Background: an optimization exercise with open tools, aiming at small area, a short achievable clock period and few clock cycles. Do not read the settings as production practice.
At most, simulation tests tie the RTL to the original design; equivalence was not proved.
Only the layout flow was run in runs 2 to 4; the RTL was not checked for function there.
The flow treats the clock pin as an ideal source, which a real chip does not have.

==> flow/design.v, too long to show whole: its modules and the start of the top module <==
// module fa: 4 lines
// module addr3_27: 159 lines
// module addr3_29: 175 lines
// module add131: 1047 lines
// module add128: 1030 lines
// module addc0: 183 lines
// module carrycx: 40 lines
// module poly1305: 3106 lines
module poly1305(
  input rst_ni,
  input clk,
  input [127:0] r,
  input [127:0] s,
  input [127:0] m,
  input fb,
  input ld,
  input first,
  output [127:0] p,
  output rdy);
  // ...
==> flow/flow/run.sh <==
#!/bin/bash
# Standard layout (standard.sh), with these changes to how it is made:
#  - the port buffers are sky130_fd_sc_hd__buf_2 cells (every port is still buffered);
#  - extra setup repair passes (repair_timing) after placement and after CTS;
#  - in those passes, delay cells (clkdlybuf4s*, dlygate*, dlymetal*) left as buffers by
#    earlier repair steps are swapped for sky130_fd_sc_hd__buf_2.
# Each tool's full output goes to its own log in this folder.
set -euo pipefail
R=orfs/results/sky130hd/poly1305/base
MARGIN=${REPAIR_MARGIN:-7}
export BUFFER_PORTS_ARGS="-buffer_cell sky130_fd_sc_hd__buf_2"
bash standard.sh synth > 1_synth.log 2>&1
bash standard.sh floorplan > 2_floorplan.log 2>&1
bash standard.sh place > 3_place.log 2>&1
STAGE_ODB=$R/3_place.odb STAGE_SDC=$R/3_place.sdc MARGIN=$MARGIN PAD=1 \
  openroad -exit -no_init flow/repair.tcl > 3_extra_repair.log 2>&1
bash standard.sh cts > 4_cts.log 2>&1
STAGE_ODB=$R/4_cts.odb STAGE_SDC=$R/4_cts.sdc MARGIN=$MARGIN PAD=1 PROPAGATED=1 \
  openroad -exit -no_init flow/repair.tcl > 4_extra_repair.log 2>&1
bash standard.sh finish > 5_finish.log 2>&1
==> flow/flow/repair.tcl <==
# Extra setup repair on a placed (or clock-tree) database, then re-legalize.
# env: STAGE_ODB, STAGE_SDC, MARGIN, PAD
read_liberty $::env(FLOW_HOME)/platforms/sky130hd/lib/sky130_fd_sc_hd__tt_025C_1v80.lib
read_db $::env(STAGE_ODB)
read_sdc $::env(STAGE_SDC)
source $::env(FLOW_HOME)/platforms/sky130hd/setRC.tcl
if {[info exists ::env(PROPAGATED)]} { set_propagated_clock [all_clocks] }
set_dont_use [list sky130_fd_sc_hd__probe_p_8 sky130_fd_sc_hd__probec_p_8 sky130_fd_sc_hd__lpflow_* sky130_fd_sc_hd__clkdlybuf4s* sky130_fd_sc_hd__dlygate* sky130_fd_sc_hd__dlymetal*]
# swap delay-cell buffers left by earlier repair steps for plain buffers
set nswap 0
foreach inst [[ord::get_db_block] getInsts] {
  set m [[$inst getMaster] getName]
  if {[string match "sky130_fd_sc_hd__clkdlybuf4s*" $m] || [string match "sky130_fd_sc_hd__dlygate*" $m] || [string match "sky130_fd_sc_hd__dlymetal*" $m]} {
    replace_cell [get_cells [$inst getName]] sky130_fd_sc_hd__buf_2
    incr nswap
  }
}
puts "swapped $nswap delay cells"
estimate_parasitics -placement
report_worst_slack
report_design_area
repair_timing -setup -setup_margin $::env(MARGIN) -verbose
if {[info exists ::env(PROPAGATED)]} { repair_timing -hold -hold_margin 0.05 -verbose }
set_placement_padding -global -left $::env(PAD) -right $::env(PAD)
detailed_placement
check_placement -verbose
estimate_parasitics -placement
report_worst_slack
report_design_area
write_db $::env(STAGE_ODB)
==> flow/standard.sh <==
#!/bin/bash
# synth_recipe.tcl (not shown) runs the flow's synth.tcl, then flattens the netlist and writes it again
# the make line also repeats each setting of config.mk as NAME=value (left out here)
make -C /OpenROAD-flow-scripts/flow DESIGN_CONFIG=/design/flow/config.mk WORK_HOME=/design/flow/orfs CLKGATE_MAP_FILE= SYNTH_SCRIPT=/design/flow/synth_recipe.tcl "${@:-finish}"
==> flow/config.mk <==
export PLATFORM = sky130hd
export DESIGN_NAME = poly1305
export DESIGN_NICKNAME = poly1305
export VERILOG_FILES = /design/flow/design.v
export SDC_FILE = /design/flow/constraint.sdc
export NUM_CORES = 8
export LEC_CHECK = 0
export CAP_MARGIN = 20
export CELL_PAD_IN_SITES_DETAIL_PLACEMENT = 1
export CELL_PAD_IN_SITES_GLOBAL_PLACEMENT = 1
export CORE_MARGIN = 2
export CORE_UTILIZATION = 30
export CTS_BUF_LIST = sky130_fd_sc_hd__clkbuf_4 sky130_fd_sc_hd__clkbuf_8
export GPL_ROUTABILITY_DRIVEN = 1
export PLACE_DENSITY = 0.45
export SETUP_SLACK_MARGIN = 5
export SLEW_MARGIN = 30
export SYNTH_HIERARCHICAL = 1
==> flow/constraint.sdc <==
create_clock -name core_clock -period 12.0 [get_ports {clk}]
set_input_delay 2.4000 -clock core_clock [delete_from_list [all_inputs] [get_ports {clk}]]
set_output_delay 2.4000 -clock core_clock [all_outputs]
set_load 0.01 [all_outputs]
==> out/metrics.yaml, run 1 <==
grt_util_met3: 0.07785
met3_length_um: 53860
setup_tns_ns: 0
io_pins: 518
critPathRequiredTime_ns: 12.89
top_register: "A"
place_ws_ns: 5.823
cp_top_family: "adder cells"
cp_cell_sequence: "clkinv_1 > buf_4 > a222oi_1 > fa_1 > fa_1 > fa_1 > fa_1 > fa_1"
multi_input_area_share: 0.6962
dp_hpwl_um: 417600
final_cell_area_um2: 112800
placedCellCount: 13910
skew_ns: 0.1114
fmax_ghz: 0.1993
whs_ns: 0.3587
n_all_inverters: 350
grt_use_met2: 0.5090
tightest_slew_ns: 1.254
core_area_um2: 334000
status: "timing/DRC/antenna clean"
drc: 0
num_rows: 212
routed-via-count: 89120
clk_latency_ns: 1.07
wl_um: 559300
wl_per_cell_um: 39.08
drtPass1Iterations: 15
r2r-end: "HcN[73]"
nonClkBufAreaFrac: 0.03886
r2r_setup_slack_ns: 6.98
Testbench counts, summed over its fixed seeds: cycles 5,624.
==> run 2: changes to the inputs <==
--- a/flow/design.v
+++ b/flow/design.v
@@ -2682,24 +2682,26 @@
   assign rc3[97] = 1'b0;
   assign rc3[126] = 1'b0;
   assign rc3[127] = 1'b0;
   assign rc3[128] = 1'b0;
   assign rc3[129] = 1'b0;
   reg idle;             
   reg [K-1:0] it;       
   reg f1, f1b, f2, done;
+  reg it0n;             
   wire load = idle | done;
   wire iter = |it;
   always @(posedge clk or negedge rst_ni) begin
     if (!rst_ni) begin
-      idle <= 1'b1; it <= '0; f1 <= 1'b0; f1b <= 1'b0; f2 <= 1'b0; done <= 1'b0;
+      idle <= 1'b1; it0n <= 1'b1; it <= '0; f1 <= 1'b0; f1b <= 1'b0; f2 <= 1'b0; done <= 1'b0;
     end else begin
       idle <= (idle & ~ld) | done;
       it <= {it[K-2:0], idle & ld};
+      it0n <= ~(idle & ld);
       f1 <= it[K-1];
       f1b <= f1;
       f2 <= f1b;
       done <= f2;
     end
   end
   assign rdy = done;
   reg [NB-1:0] A;           
@@ -2712,17 +2714,17 @@
   reg [1:0] ca;             
   reg first_r;              
   reg [W:0] apre;           
   reg c5r;                  
   reg [123:0] HsN, HcN;    
   reg [W-1:0] LsN, LcN;     
   reg cl;                   
   wire [123:0] HsI = HsN | {124{it[0]}};
-  wire [123:0] HcI = HcN | {124{it[0]}};
+  wire [123:0] HcI = HcN | {124{~it0n}};    
   wire clN = ~cl;
   wire [NB-1:0] AN = ~A;
   assign p = M;
   wire [W:0] c0s;
   wire c0co;
   addc0 u_c0 (.a({1'b0, m[W-1:0]}), .b(first ? {(W+1){1'b0}} : apre), .ci(1'b0), .s(c0s), .co(c0co));
   wire [W+1:0] chunk0 = {c0co, c0s};
   wire [W:0] chunk1a = {1'b0, M[W-1:0]} + {1'b0, first_r ? {W{1'b0}} : A[2*W-1:W]} + {{W{1'b0}}, ca[0]};
==> flow/config.mk (replaced) <==
export PLATFORM = sky130hd
export DESIGN_NAME = poly1305
export DESIGN_NICKNAME = poly1305
export VERILOG_FILES = /design/flow/design.v
export SDC_FILE = /design/flow/constraint.sdc
export NUM_CORES = 8
export LEC_CHECK = 0
export CAP_MARGIN = 20
export CELL_PAD_IN_SITES_DETAIL_PLACEMENT = 1
export CELL_PAD_IN_SITES_GLOBAL_PLACEMENT = 1
export CORE_MARGIN = 2
export CORE_UTILIZATION = 30
export GPL_ROUTABILITY_DRIVEN = 1
export PLACE_DENSITY = 0.45
export SETUP_SLACK_MARGIN = 5
export SLEW_MARGIN = 20
export SYNTH_HIERARCHICAL = 1
==> run 2 against run 1 <==
Final cell count decreased by 0.61%. First-iteration DRC count is 3.0% higher. Register-to-register slack worse by 0.05 ns. Global-route usage shrank 0.086 points. Synthesized area is essentially flat. Non-clock buffer count up 27. Synthesized cell count about the same. Fmax decreased by 0.90%. Hold slack improved by 0.020 ns. Critical endpoint is now HcN[68]. Highest routed layer unchanged.
==> out/metrics.yaml, run 2 <==
cp_common_cell: "fa_1"
reg.largest.list: "A (132), M (128), HsN (124)"
fmax_ghz: 0.1975  # -0.90%
root_buffer: "clkbuf_16"
grt_pass1_vias: 94610
hp-start: "it[4]"
max_stage_delay_ns: 0.68
path_depth: 8
die_y_um: 583.7
gp_congestion: 0.9481
cp_cell_sequence: "clkinv_1 > buf_4 > a222oi_1 > fa_1 > fa_1 > fa_1 > fa_1 > fa_1"
tightest_slew_ns: 1.341  # +0.08696 ns
synth_area_um2: 100800
grt_max_degree: 92
r2r_setup_slack_ns: 6.94  # -0.05 ns
rr_worst_depth: 8
overflow: 0
cp_data_arrival_time_ns: 5.75
nets: 12450
io_pins: 518  # unchanged
syn2layout_area_growth_pct: 11.92
drtPass1Iterations: 17  # +2
cts.sink_count: 879
ctsResizeCount: 0
cts_buffers: 135
place_area_um2: 107600
start_kind: "flop"
hold_viol: 0
finalCriticalPeriod_ns: 5.064
worstHoldPathCells: 0
whs_ns: 0.3783  # +0.01959 ns
routed-via-count: 88440  # -0.76%
criticalPathCategory: "reg2reg"
synth_cells: 9647
hold_buffers: 0
critical_path_peak_fanout: 41
drive_above_1_share: 0.1356
grt_pass1_wl_um: 774500
r2r-start: "D1N[1]"
drtIter0Drc: 15510
placedCellCount: 13940  # +0.24%
setup_violations: 0
cp-end-kind: "flop"
final_cell_mix: "fa_1 (1738), a222oi_1 (1122), nand2_1 (743)"
cts_setup_buffers: 0
avgSynthCellArea_um2: 10.45
clock_path_buffers: 4
fin_cells: 14230
wl_per_cell_um: 39.15  # +0.18%
drc: 0  # unchanged
holdPathEnd: "it[5]"
num_rows: 212  # unchanged
cp_top_family: "adder cells"
avgViaCountPerCell: 6.217
status: "timing/DRC/antenna clean"
h-tree-depth: 4
setup_tns_ns: 0  # unchanged
r2r-end: "HcN[68]"
clk_latency_ns: 0.88  # -0.19 ns
worst_slack_ns: 6.936
track_usage: 0.3212
rsz0062_at_grt: "false"
final_max_slew_viol_count: 0
largest_reg_flops: 132
yosysWarnings: 7
n_fill_cell: 36850
die_x_um: 583.7
cp_num_buf_inv: 2
top_register: "A"
regArea_um2: 18590
multi_input_area_um2: 78300
cpMaxStageDelayCell: "clkinv_1"
cap_violations: 0
cts_tree: "yes"
place_ws_ns: 5.369  # -0.4543 ns
layout_commonest_cell: "fa_1"
io_buffer_count: 495
antenna_found_initial: 57
wl_um: 556900  # -0.43%
timing.final.crit_share: 0.4220
final_cell_area_um2: 112800  # about the same
relSlewSlack: 0.1047
die_area_um2: 340700
utilization: 0.3379
clk_pin_slew_worst_paths_ns: 0.06
hold_class: "reg2reg"
critPathRequiredTime_ns: 12.69  # -0.20 ns
core_area_um2: 334000  # unchanged
initial_core_util: 0.3019
skew_ns: 0.08083  # -0.03057 ns
dp_hpwl_um: 421200  # +0.87%
ant_nets: 0
[run 2: layout make-up]
| cell class | count | area share |
|---|---|---|
| multi-input combinational | 7597 | 0.6939 |
| inverter | 356 | 0.01185 |
| timing repair buffer | 755 | 0.03936 |
| clock inverter | 54 | 0.006775 |
| tap | 4387 | 0.04864 |
| antenna | 15 | 0.0003326 |
| sequential | 879 | 0.1647 |
| clock buffer | 182 | 0.03440 |
[run 2: worst max path at each step]
stage / start / endpoint / slack, ns
CTS: M[77] / M[127] / 6.78
global placement: M[77] / M[127] / 5.45
detailed placement: M[77] / M[127] / 5.37
floorplan: first / D1N[10] / 6.85
finish: D1N[1] / HcN[68] / 6.94
global route: A[51] / M[127] / 6.77
[run 2: per-layer routing]
layer | vias up | track usage | wire (um)
met5 | - | 0 | 77
met4 | 12 | 0.1637 | 33620
met3 | 1023 | 0.06601 | 50920
met2 | 5219 | 0.5061 | 249700
met1 | 46270 | 0.4157 | 222600
li1 | 35910 | - | -
[run 2: worst register-to-register path, delay by kind of cell, from the launching register on]
kind,cells,cell delay (ns)
AO/OA/AOI/OAI,1,0.74
buffers and inverters,2,1.33
adder cells (fa/ha/maj),5,2.58
flip-flops,1,0.32
==> run 3: changes to the inputs <==
--- a/flow/config.mk
+++ b/flow/config.mk
@@ -6,4 +6,5 @@
 export NUM_CORES = 8
 export LEC_CHECK = 0
+export ABC_AREA = 1
 export CAP_MARGIN = 20
 export CELL_PAD_IN_SITES_DETAIL_PLACEMENT = 1
==> run 3 against run 2 <==
Count of clock-buffer cells in the layout up 2. Final cell count rose by 29%. Critical path depth rose by 1. Setup slack worse by 0.051 ns. Non-clock buffer count fell by 74. Critical path type unchanged. Synthesized area is 9.9% higher.
==> out/metrics.yaml, run 3 <==
routed-via-count: 104500  # +18%
cp-end-kind: "flop"
skew_ns: 0.1029  # +0.02211 ns
dp_hpwl_um: 498100  # +18%
root_buffer: "clkbuf_16"
reg.largest.list: "A (132), M (128), HsN (124)"
die_x_um: 611.7  # +4.8%
wl_per_cell_um: 35.20  # -10%
cts_setup_buffers: 0  # unchanged
fin_cells: 18400  # +29%
hold_buffers: 0  # unchanged
setup_tns_ns: 0  # unchanged
avgViaCountPerCell: 5.677  # -8.7%
nets: 16160  # +30%
layout_commonest_cell: "nand2_1"
largest_reg_flops: 132  # unchanged
syn2layout_area_growth_pct: 10.49
final_max_slew_viol_count: 0  # unchanged
rsz0062_at_grt: "false"
h-tree-depth: 4  # unchanged
cts_tree: "yes"
tightest_slew_ns: 1.333  # -0.007853 ns
yosysWarnings: 7  # unchanged
avgSynthCellArea_um2: 8.213  # -21%
cap_violations: 0  # unchanged
finalCriticalPeriod_ns: 5.115  # +0.05118 ns
die_y_um: 611.7  # +4.8%
drtIter0Drc: 9788  # -37%
timing.final.crit_share: 0.4262  # +0.004265
gp_congestion: 0.9450  # -0.33%
utilization: 0.3323  # -0.005567
grt_pass1_wl_um: 892200  # +15%
fmax_ghz: 0.1955  # -1.0%
placedCellCount: 18130  # +30%
cpMaxStageDelayCell: "dfrtp_4"
clk_pin_slew_worst_paths_ns: 0.06  # about the same
synth_area_um2: 110800  # +9.9%
ant_nets: 0  # unchanged
max_stage_delay_ns: 0.74  # +0.06 ns
criticalPathCategory: "reg2reg"
drc: 0  # unchanged
relSlewSlack: 0.1018  # -0.002935
ctsResizeCount: 0  # unchanged
cp_cell_sequence: "nor2_2 > nand3_2 > buf_4 > inv_12 > buf_4 > buf_4 > o21ai_0 > o21ai_0 > o21ai_0"
drtPass1Iterations: 5  # -12
grt_pass1_vias: 109300  # +16%
cp_num_buf_inv: 4  # +2
track_usage: 0.3395  # +0.01838
hold_class: "reg2reg"
top_register: "A"
overflow: 0  # unchanged
cp_top_family: "buffers and inverters"
hold_viol: 0  # unchanged
io_pins: 518  # unchanged
clock_path_buffers: 4  # unchanged
cts_buffers: 140  # +3.7%
antenna_found_initial: 52  # -8.8%
status: "timing/DRC/antenna clean"
clk_latency_ns: 0.93  # +0.05 ns
die_area_um2: 374100  # +9.8%
synth_cells: 13490  # +40%
num_rows: 223  # +5.2%
final_cell_mix: "nand2_1 (2433), a21oi_1 (1852), fa_1 (1739)"
core_area_um2: 368300  # +10%
initial_core_util: 0.3008  # -0.001153
grt_max_degree: 141  # +53%
critPathRequiredTime_ns: 12.72  # +0.03 ns
drive_above_1_share: 0.09994  # -0.03566
setup_violations: 0  # unchanged
cts.sink_count: 879  # unchanged
critical_path_peak_fanout: 122  # +200%
start_kind: "flop"
io_buffer_count: 495  # unchanged
wl_um: 647700  # +16%
cp_data_arrival_time_ns: 5.84  # +0.09 ns
-- run 3: path summary, 6_finish.rpt --
kind                        start     to  slack [ns]  cells after the start
hold / removal              it[2]  it[3]        0.38                      0
hold reg to reg             it[2]  it[3]        0.38                      0
max in group asynchronous  rst_ni     f1        8.82                      2
min in group asynchronous  rst_ni  A[99]        1.58                      1
setup reg to reg            it[0]  A[34]        6.89                      9
setup / recovery            it[0]  A[34]        6.89                      9
-- run 3: per-layer routing --
metal	routed length (um)	global-route usage	vias up
li1	-	-	44740
met1	284300	0.4635	54420
met2	286200	0.5302	4431
met3	53790	0.07869	877
met4	23370	0.1049	16
met5	104	0	-
-- run 3: final cells by class --
cell class	instances	area, um^2
tap	4837	6052
timing repair inverter	2	12.51
inverter	1353	5117
fill	43370	245900
sequential	879	18640
antenna	17	42.54
timing repair buffer	681	3900
clock buffer	184	4081
clock inverter	65	833.3
multi-input combinational	10380	83720
-- run 3: through the flow --
step / instance area, um^2 / hold slack [ns] / worst slack (ns)
floorplan: 111200 / 0.3487 / 7.661
global placement: 117300 / 0.3594 / 6.255
detailed placement: 117300 / 0.3696 / 6.202
CTS: 122300 / 0.3810 / 7.025
global route: 122400 / 0.3875 / 6.649
finish: 122400 / 0.3796 / 6.885
==> run 4: changes to the inputs <==
--- a/flow/config.mk
+++ b/flow/config.mk
@@ -6,5 +6,4 @@
 export NUM_CORES = 8
 export LEC_CHECK = 0
-export ABC_AREA = 1
 export CAP_MARGIN = 20
 export CELL_PAD_IN_SITES_DETAIL_PLACEMENT = 1
@@ -15,4 +14,4 @@
 export PLACE_DENSITY = 0.45
 export SETUP_SLACK_MARGIN = 5
-export SLEW_MARGIN = 20
+export SLEW_MARGIN = 30
 export SYNTH_HIERARCHICAL = 1
==> run 4 against run 3 <==
Still clean on timing, DRC and antenna. Via count down 15%. Wire length fell by 14%. Register-to-register slack improved by 0.07 ns. Clock skew decreased by 0.015 ns. Final cell count fell by 23%. Non-clock buffer count is 71 higher. Setup slack better by 0.069 ns. Synthesized area is 9.0% lower. Global-route usage is 1.8 points lower. Critical path type unchanged. Largest cell class unchanged.
==> out/metrics.yaml, run 4 <==
status: "timing/DRC/antenna clean"
path_depth: 14  # +5
place_area_um2: 107600  # -8.3%
antenna_found_initial: 57  # +9.6%
start_kind: "flop"
avgSynthCellArea_um2: 10.45  # +27%
clock_path_buffers: 4  # unchanged
layout_commonest_cell: "fa_1"
routed-via-count: 88370  # -15%
h-tree-depth: 4  # unchanged
cp-startpoint: "M[74]"
die_x_um: 583.7  # -4.6%
criticalPathCategory: "reg2reg"
rr_worst_depth: 14  # +5
critPathRequiredTime_ns: 12.70  # -0.02 ns
skew_ns: 0.08748  # -0.01546 ns
setup_tns_ns: 0  # unchanged
cap_violations: 0  # unchanged
die_y_um: 583.7  # -4.6%
drc: 0  # unchanged
avgViaCountPerCell: 6.211  # +9.4%
cts.sink_count: 879  # unchanged
num_rows: 212  # -4.9%
finalCriticalPeriod_ns: 5.046  # -0.06874 ns
relSlewSlack: 0.2172  # +0.1154
cp_top_family: "compound AO/OA/AOI/OAI gates"
hold_buffers: 0  # unchanged
wl_um: 556900  # -14%
nets: 12440  # -23%
cpMaxStageDelayCell: "a2111o_1"
setup_violations: 0  # unchanged
cp_data_arrival_time_ns: 5.75  # -0.09 ns
ant_nets: 0  # unchanged
io_buffer_count: 495  # unchanged
dp_hpwl_um: 421200  # -15%
initial_core_util: 0.3019  # +0.001153
hold_viol: 0  # unchanged
critPathCapture: "A[128]"
overflow: 0  # unchanged
r2r-end: "A[128]"
gp_congestion: 0.9481  # +0.33%
timing.final.crit_share: 0.4205  # -0.005728
yosysWarnings: 7  # unchanged
r2r_setup_slack_ns: 6.95  # +0.07 ns
drive_above_1_share: 0.1385  # +0.03857
clk_pin_slew_worst_paths_ns: 0.06  # about the same
tightest_slew_ns: 1.174  # -0.1591 ns
track_usage: 0.3211  # -0.01843
io_pins: 518  # unchanged
syn2layout_area_growth_pct: 11.86
cp-end-kind: "flop"
r2r-start: "M[74]"
wl_per_cell_um: 39.14  # +11%
root_buffer: "clkbuf_16"
final_cell_mix: "fa_1 (1738), a222oi_1 (1122), nand2_1 (743)"
largest_reg_flops: 132  # unchanged
top_register: "A"
hold_class: "reg2reg"
cts_tree: "yes"
drtIter0Drc: 15560  # +59%
die_area_um2: 340700  # -8.9%
utilization: 0.3377  # +0.005403
reg.largest.list: "A (132), M (128), HsN (124)"
grt_pass1_wl_um: 774400  # -13%
grt_pass1_vias: 94650  # -13%
drtPass1Iterations: 13  # +8
cts_buffers: 135  # -3.6%
final_max_slew_viol_count: 0  # unchanged
synth_area_um2: 100800  # -9.0%
clk_latency_ns: 0.88  # -0.05 ns
cts_setup_buffers: 0  # unchanged
cp_cell_sequence: "ha_1 > nand2_1 > a211oi_1 > o22ai_1 > a21boi_2 > a2111o_1 > a211o_1 > o21a_2 > a22o_4 > a31o_2 > a21o_1 > fa_1 > xor2_1 > a221oi_1"
synth_cells: 9647  # -28%
fmax_ghz: 0.1982  # +1.4%
core_area_um2: 334000  # -9.3%
max_stage_delay_ns: 0.58  # -0.16 ns
grt_max_degree: 92  # -35%
rsz0062_at_grt: "false"
ctsResizeCount: 0  # unchanged
critical_path_peak_fanout: 6  # -95%
final_cell_area_um2: 112800  # -7.9%
cp_num_buf_inv: 0  # -4
[run 4: worst min path at each step]
stage               endpoint  depth (start not counted)   from  slack (ns)
floorplan                f1b                          0     f1        0.35
global placement       it[3]                          0  it[2]        0.36
detailed placement     it[3]                          0  it[2]        0.37
CTS                    it[3]                          0  it[2]        0.37
global route              f1                          0  it[5]        0.39
finish                 it[3]                          0  it[2]        0.37
[run 4: final cells by class]
cell class / count / area (um^2)
Antenna cell: 15 / 37.54
Clock buffer: 182 / 3892
Multi-Input combinational cell: 7597 / 78310
Tap cell: 4387 / 5489
Inverter: 356 / 1339
Fill cell: 36860 / 221200
Sequential cell: 879 / 18620
Timing Repair Buffer: 752 / 4476
Clock inverter: 60 / 625.6
[run 4: stage by stage]
| stage | std cells | setup slack, ns | hold WS [ns] |
|---|---|---|---|
| 2_1_floorplan | 9756 | 6.849 | 0.3519 |
| 3_3_place_gp | 13940 | 5.448 | 0.3636 |
| 3_5_place_dp | 13940 | 5.437 | 0.3654 |
| 4_1_cts | 14210 | 6.760 | 0.3712 |
| 5_1_grt | 14220 | 6.797 | 0.3904 |
| 6_report | 14230 | 6.954 | 0.3724 |
[run 4: layer usage]
metal  part of all wire  global-route usage  vias to the layer above  wire length [um]
met5            0.00014                   0                        -                79
li1                   -                   -                    35930                 -
met1               0.40              0.4141                    46130            221600
met3              0.093             0.06946                     1053             51920
met2               0.45              0.5026                     5236            248200
met4              0.063              0.1693                       12             35150

[re-timing with driven ports]
Ports are ideal in the flow. The routed layouts listed here were re-timed in OpenROAD.
Step 1 (the two cells are an assumption about what drives the block):
set clk [get_ports {clk}]
set_driving_cell -lib_cell sky130_fd_sc_hd__clkbuf_16 $clk
set_driving_cell -lib_cell sky130_fd_sc_hd__buf_2 [delete_from_list [all_inputs] $clk]
Step 2 moves the port delays by t, midway between the first and last clock arrival at a register: inputs arrive t later, outputs are due t later. That takes back most of the time a late clock gives input paths.
Slacks: ideal / step 1 / step 2; pairs: ideal / step 1.
| run | t, ns | setup WS [ns] | worst setup path after step 2 | cell pins on the clock port's net |
|---|---|---|---|---|
| run 1 | 1.122 | 6.982 / 6.982 / 6.640 | input to register | 1 |
| run 2 | 0.934 | 6.936 / 6.936 / 6.722 | input to register | 1 |
| run 3 | 0.986 | 6.885 / 6.885 / 6.885 | register to register | 1 |
| run 4 | 0.939 | 6.954 / 6.954 / 6.612 | input to register | 1 |
After both steps every run listed still meets setup and hold.
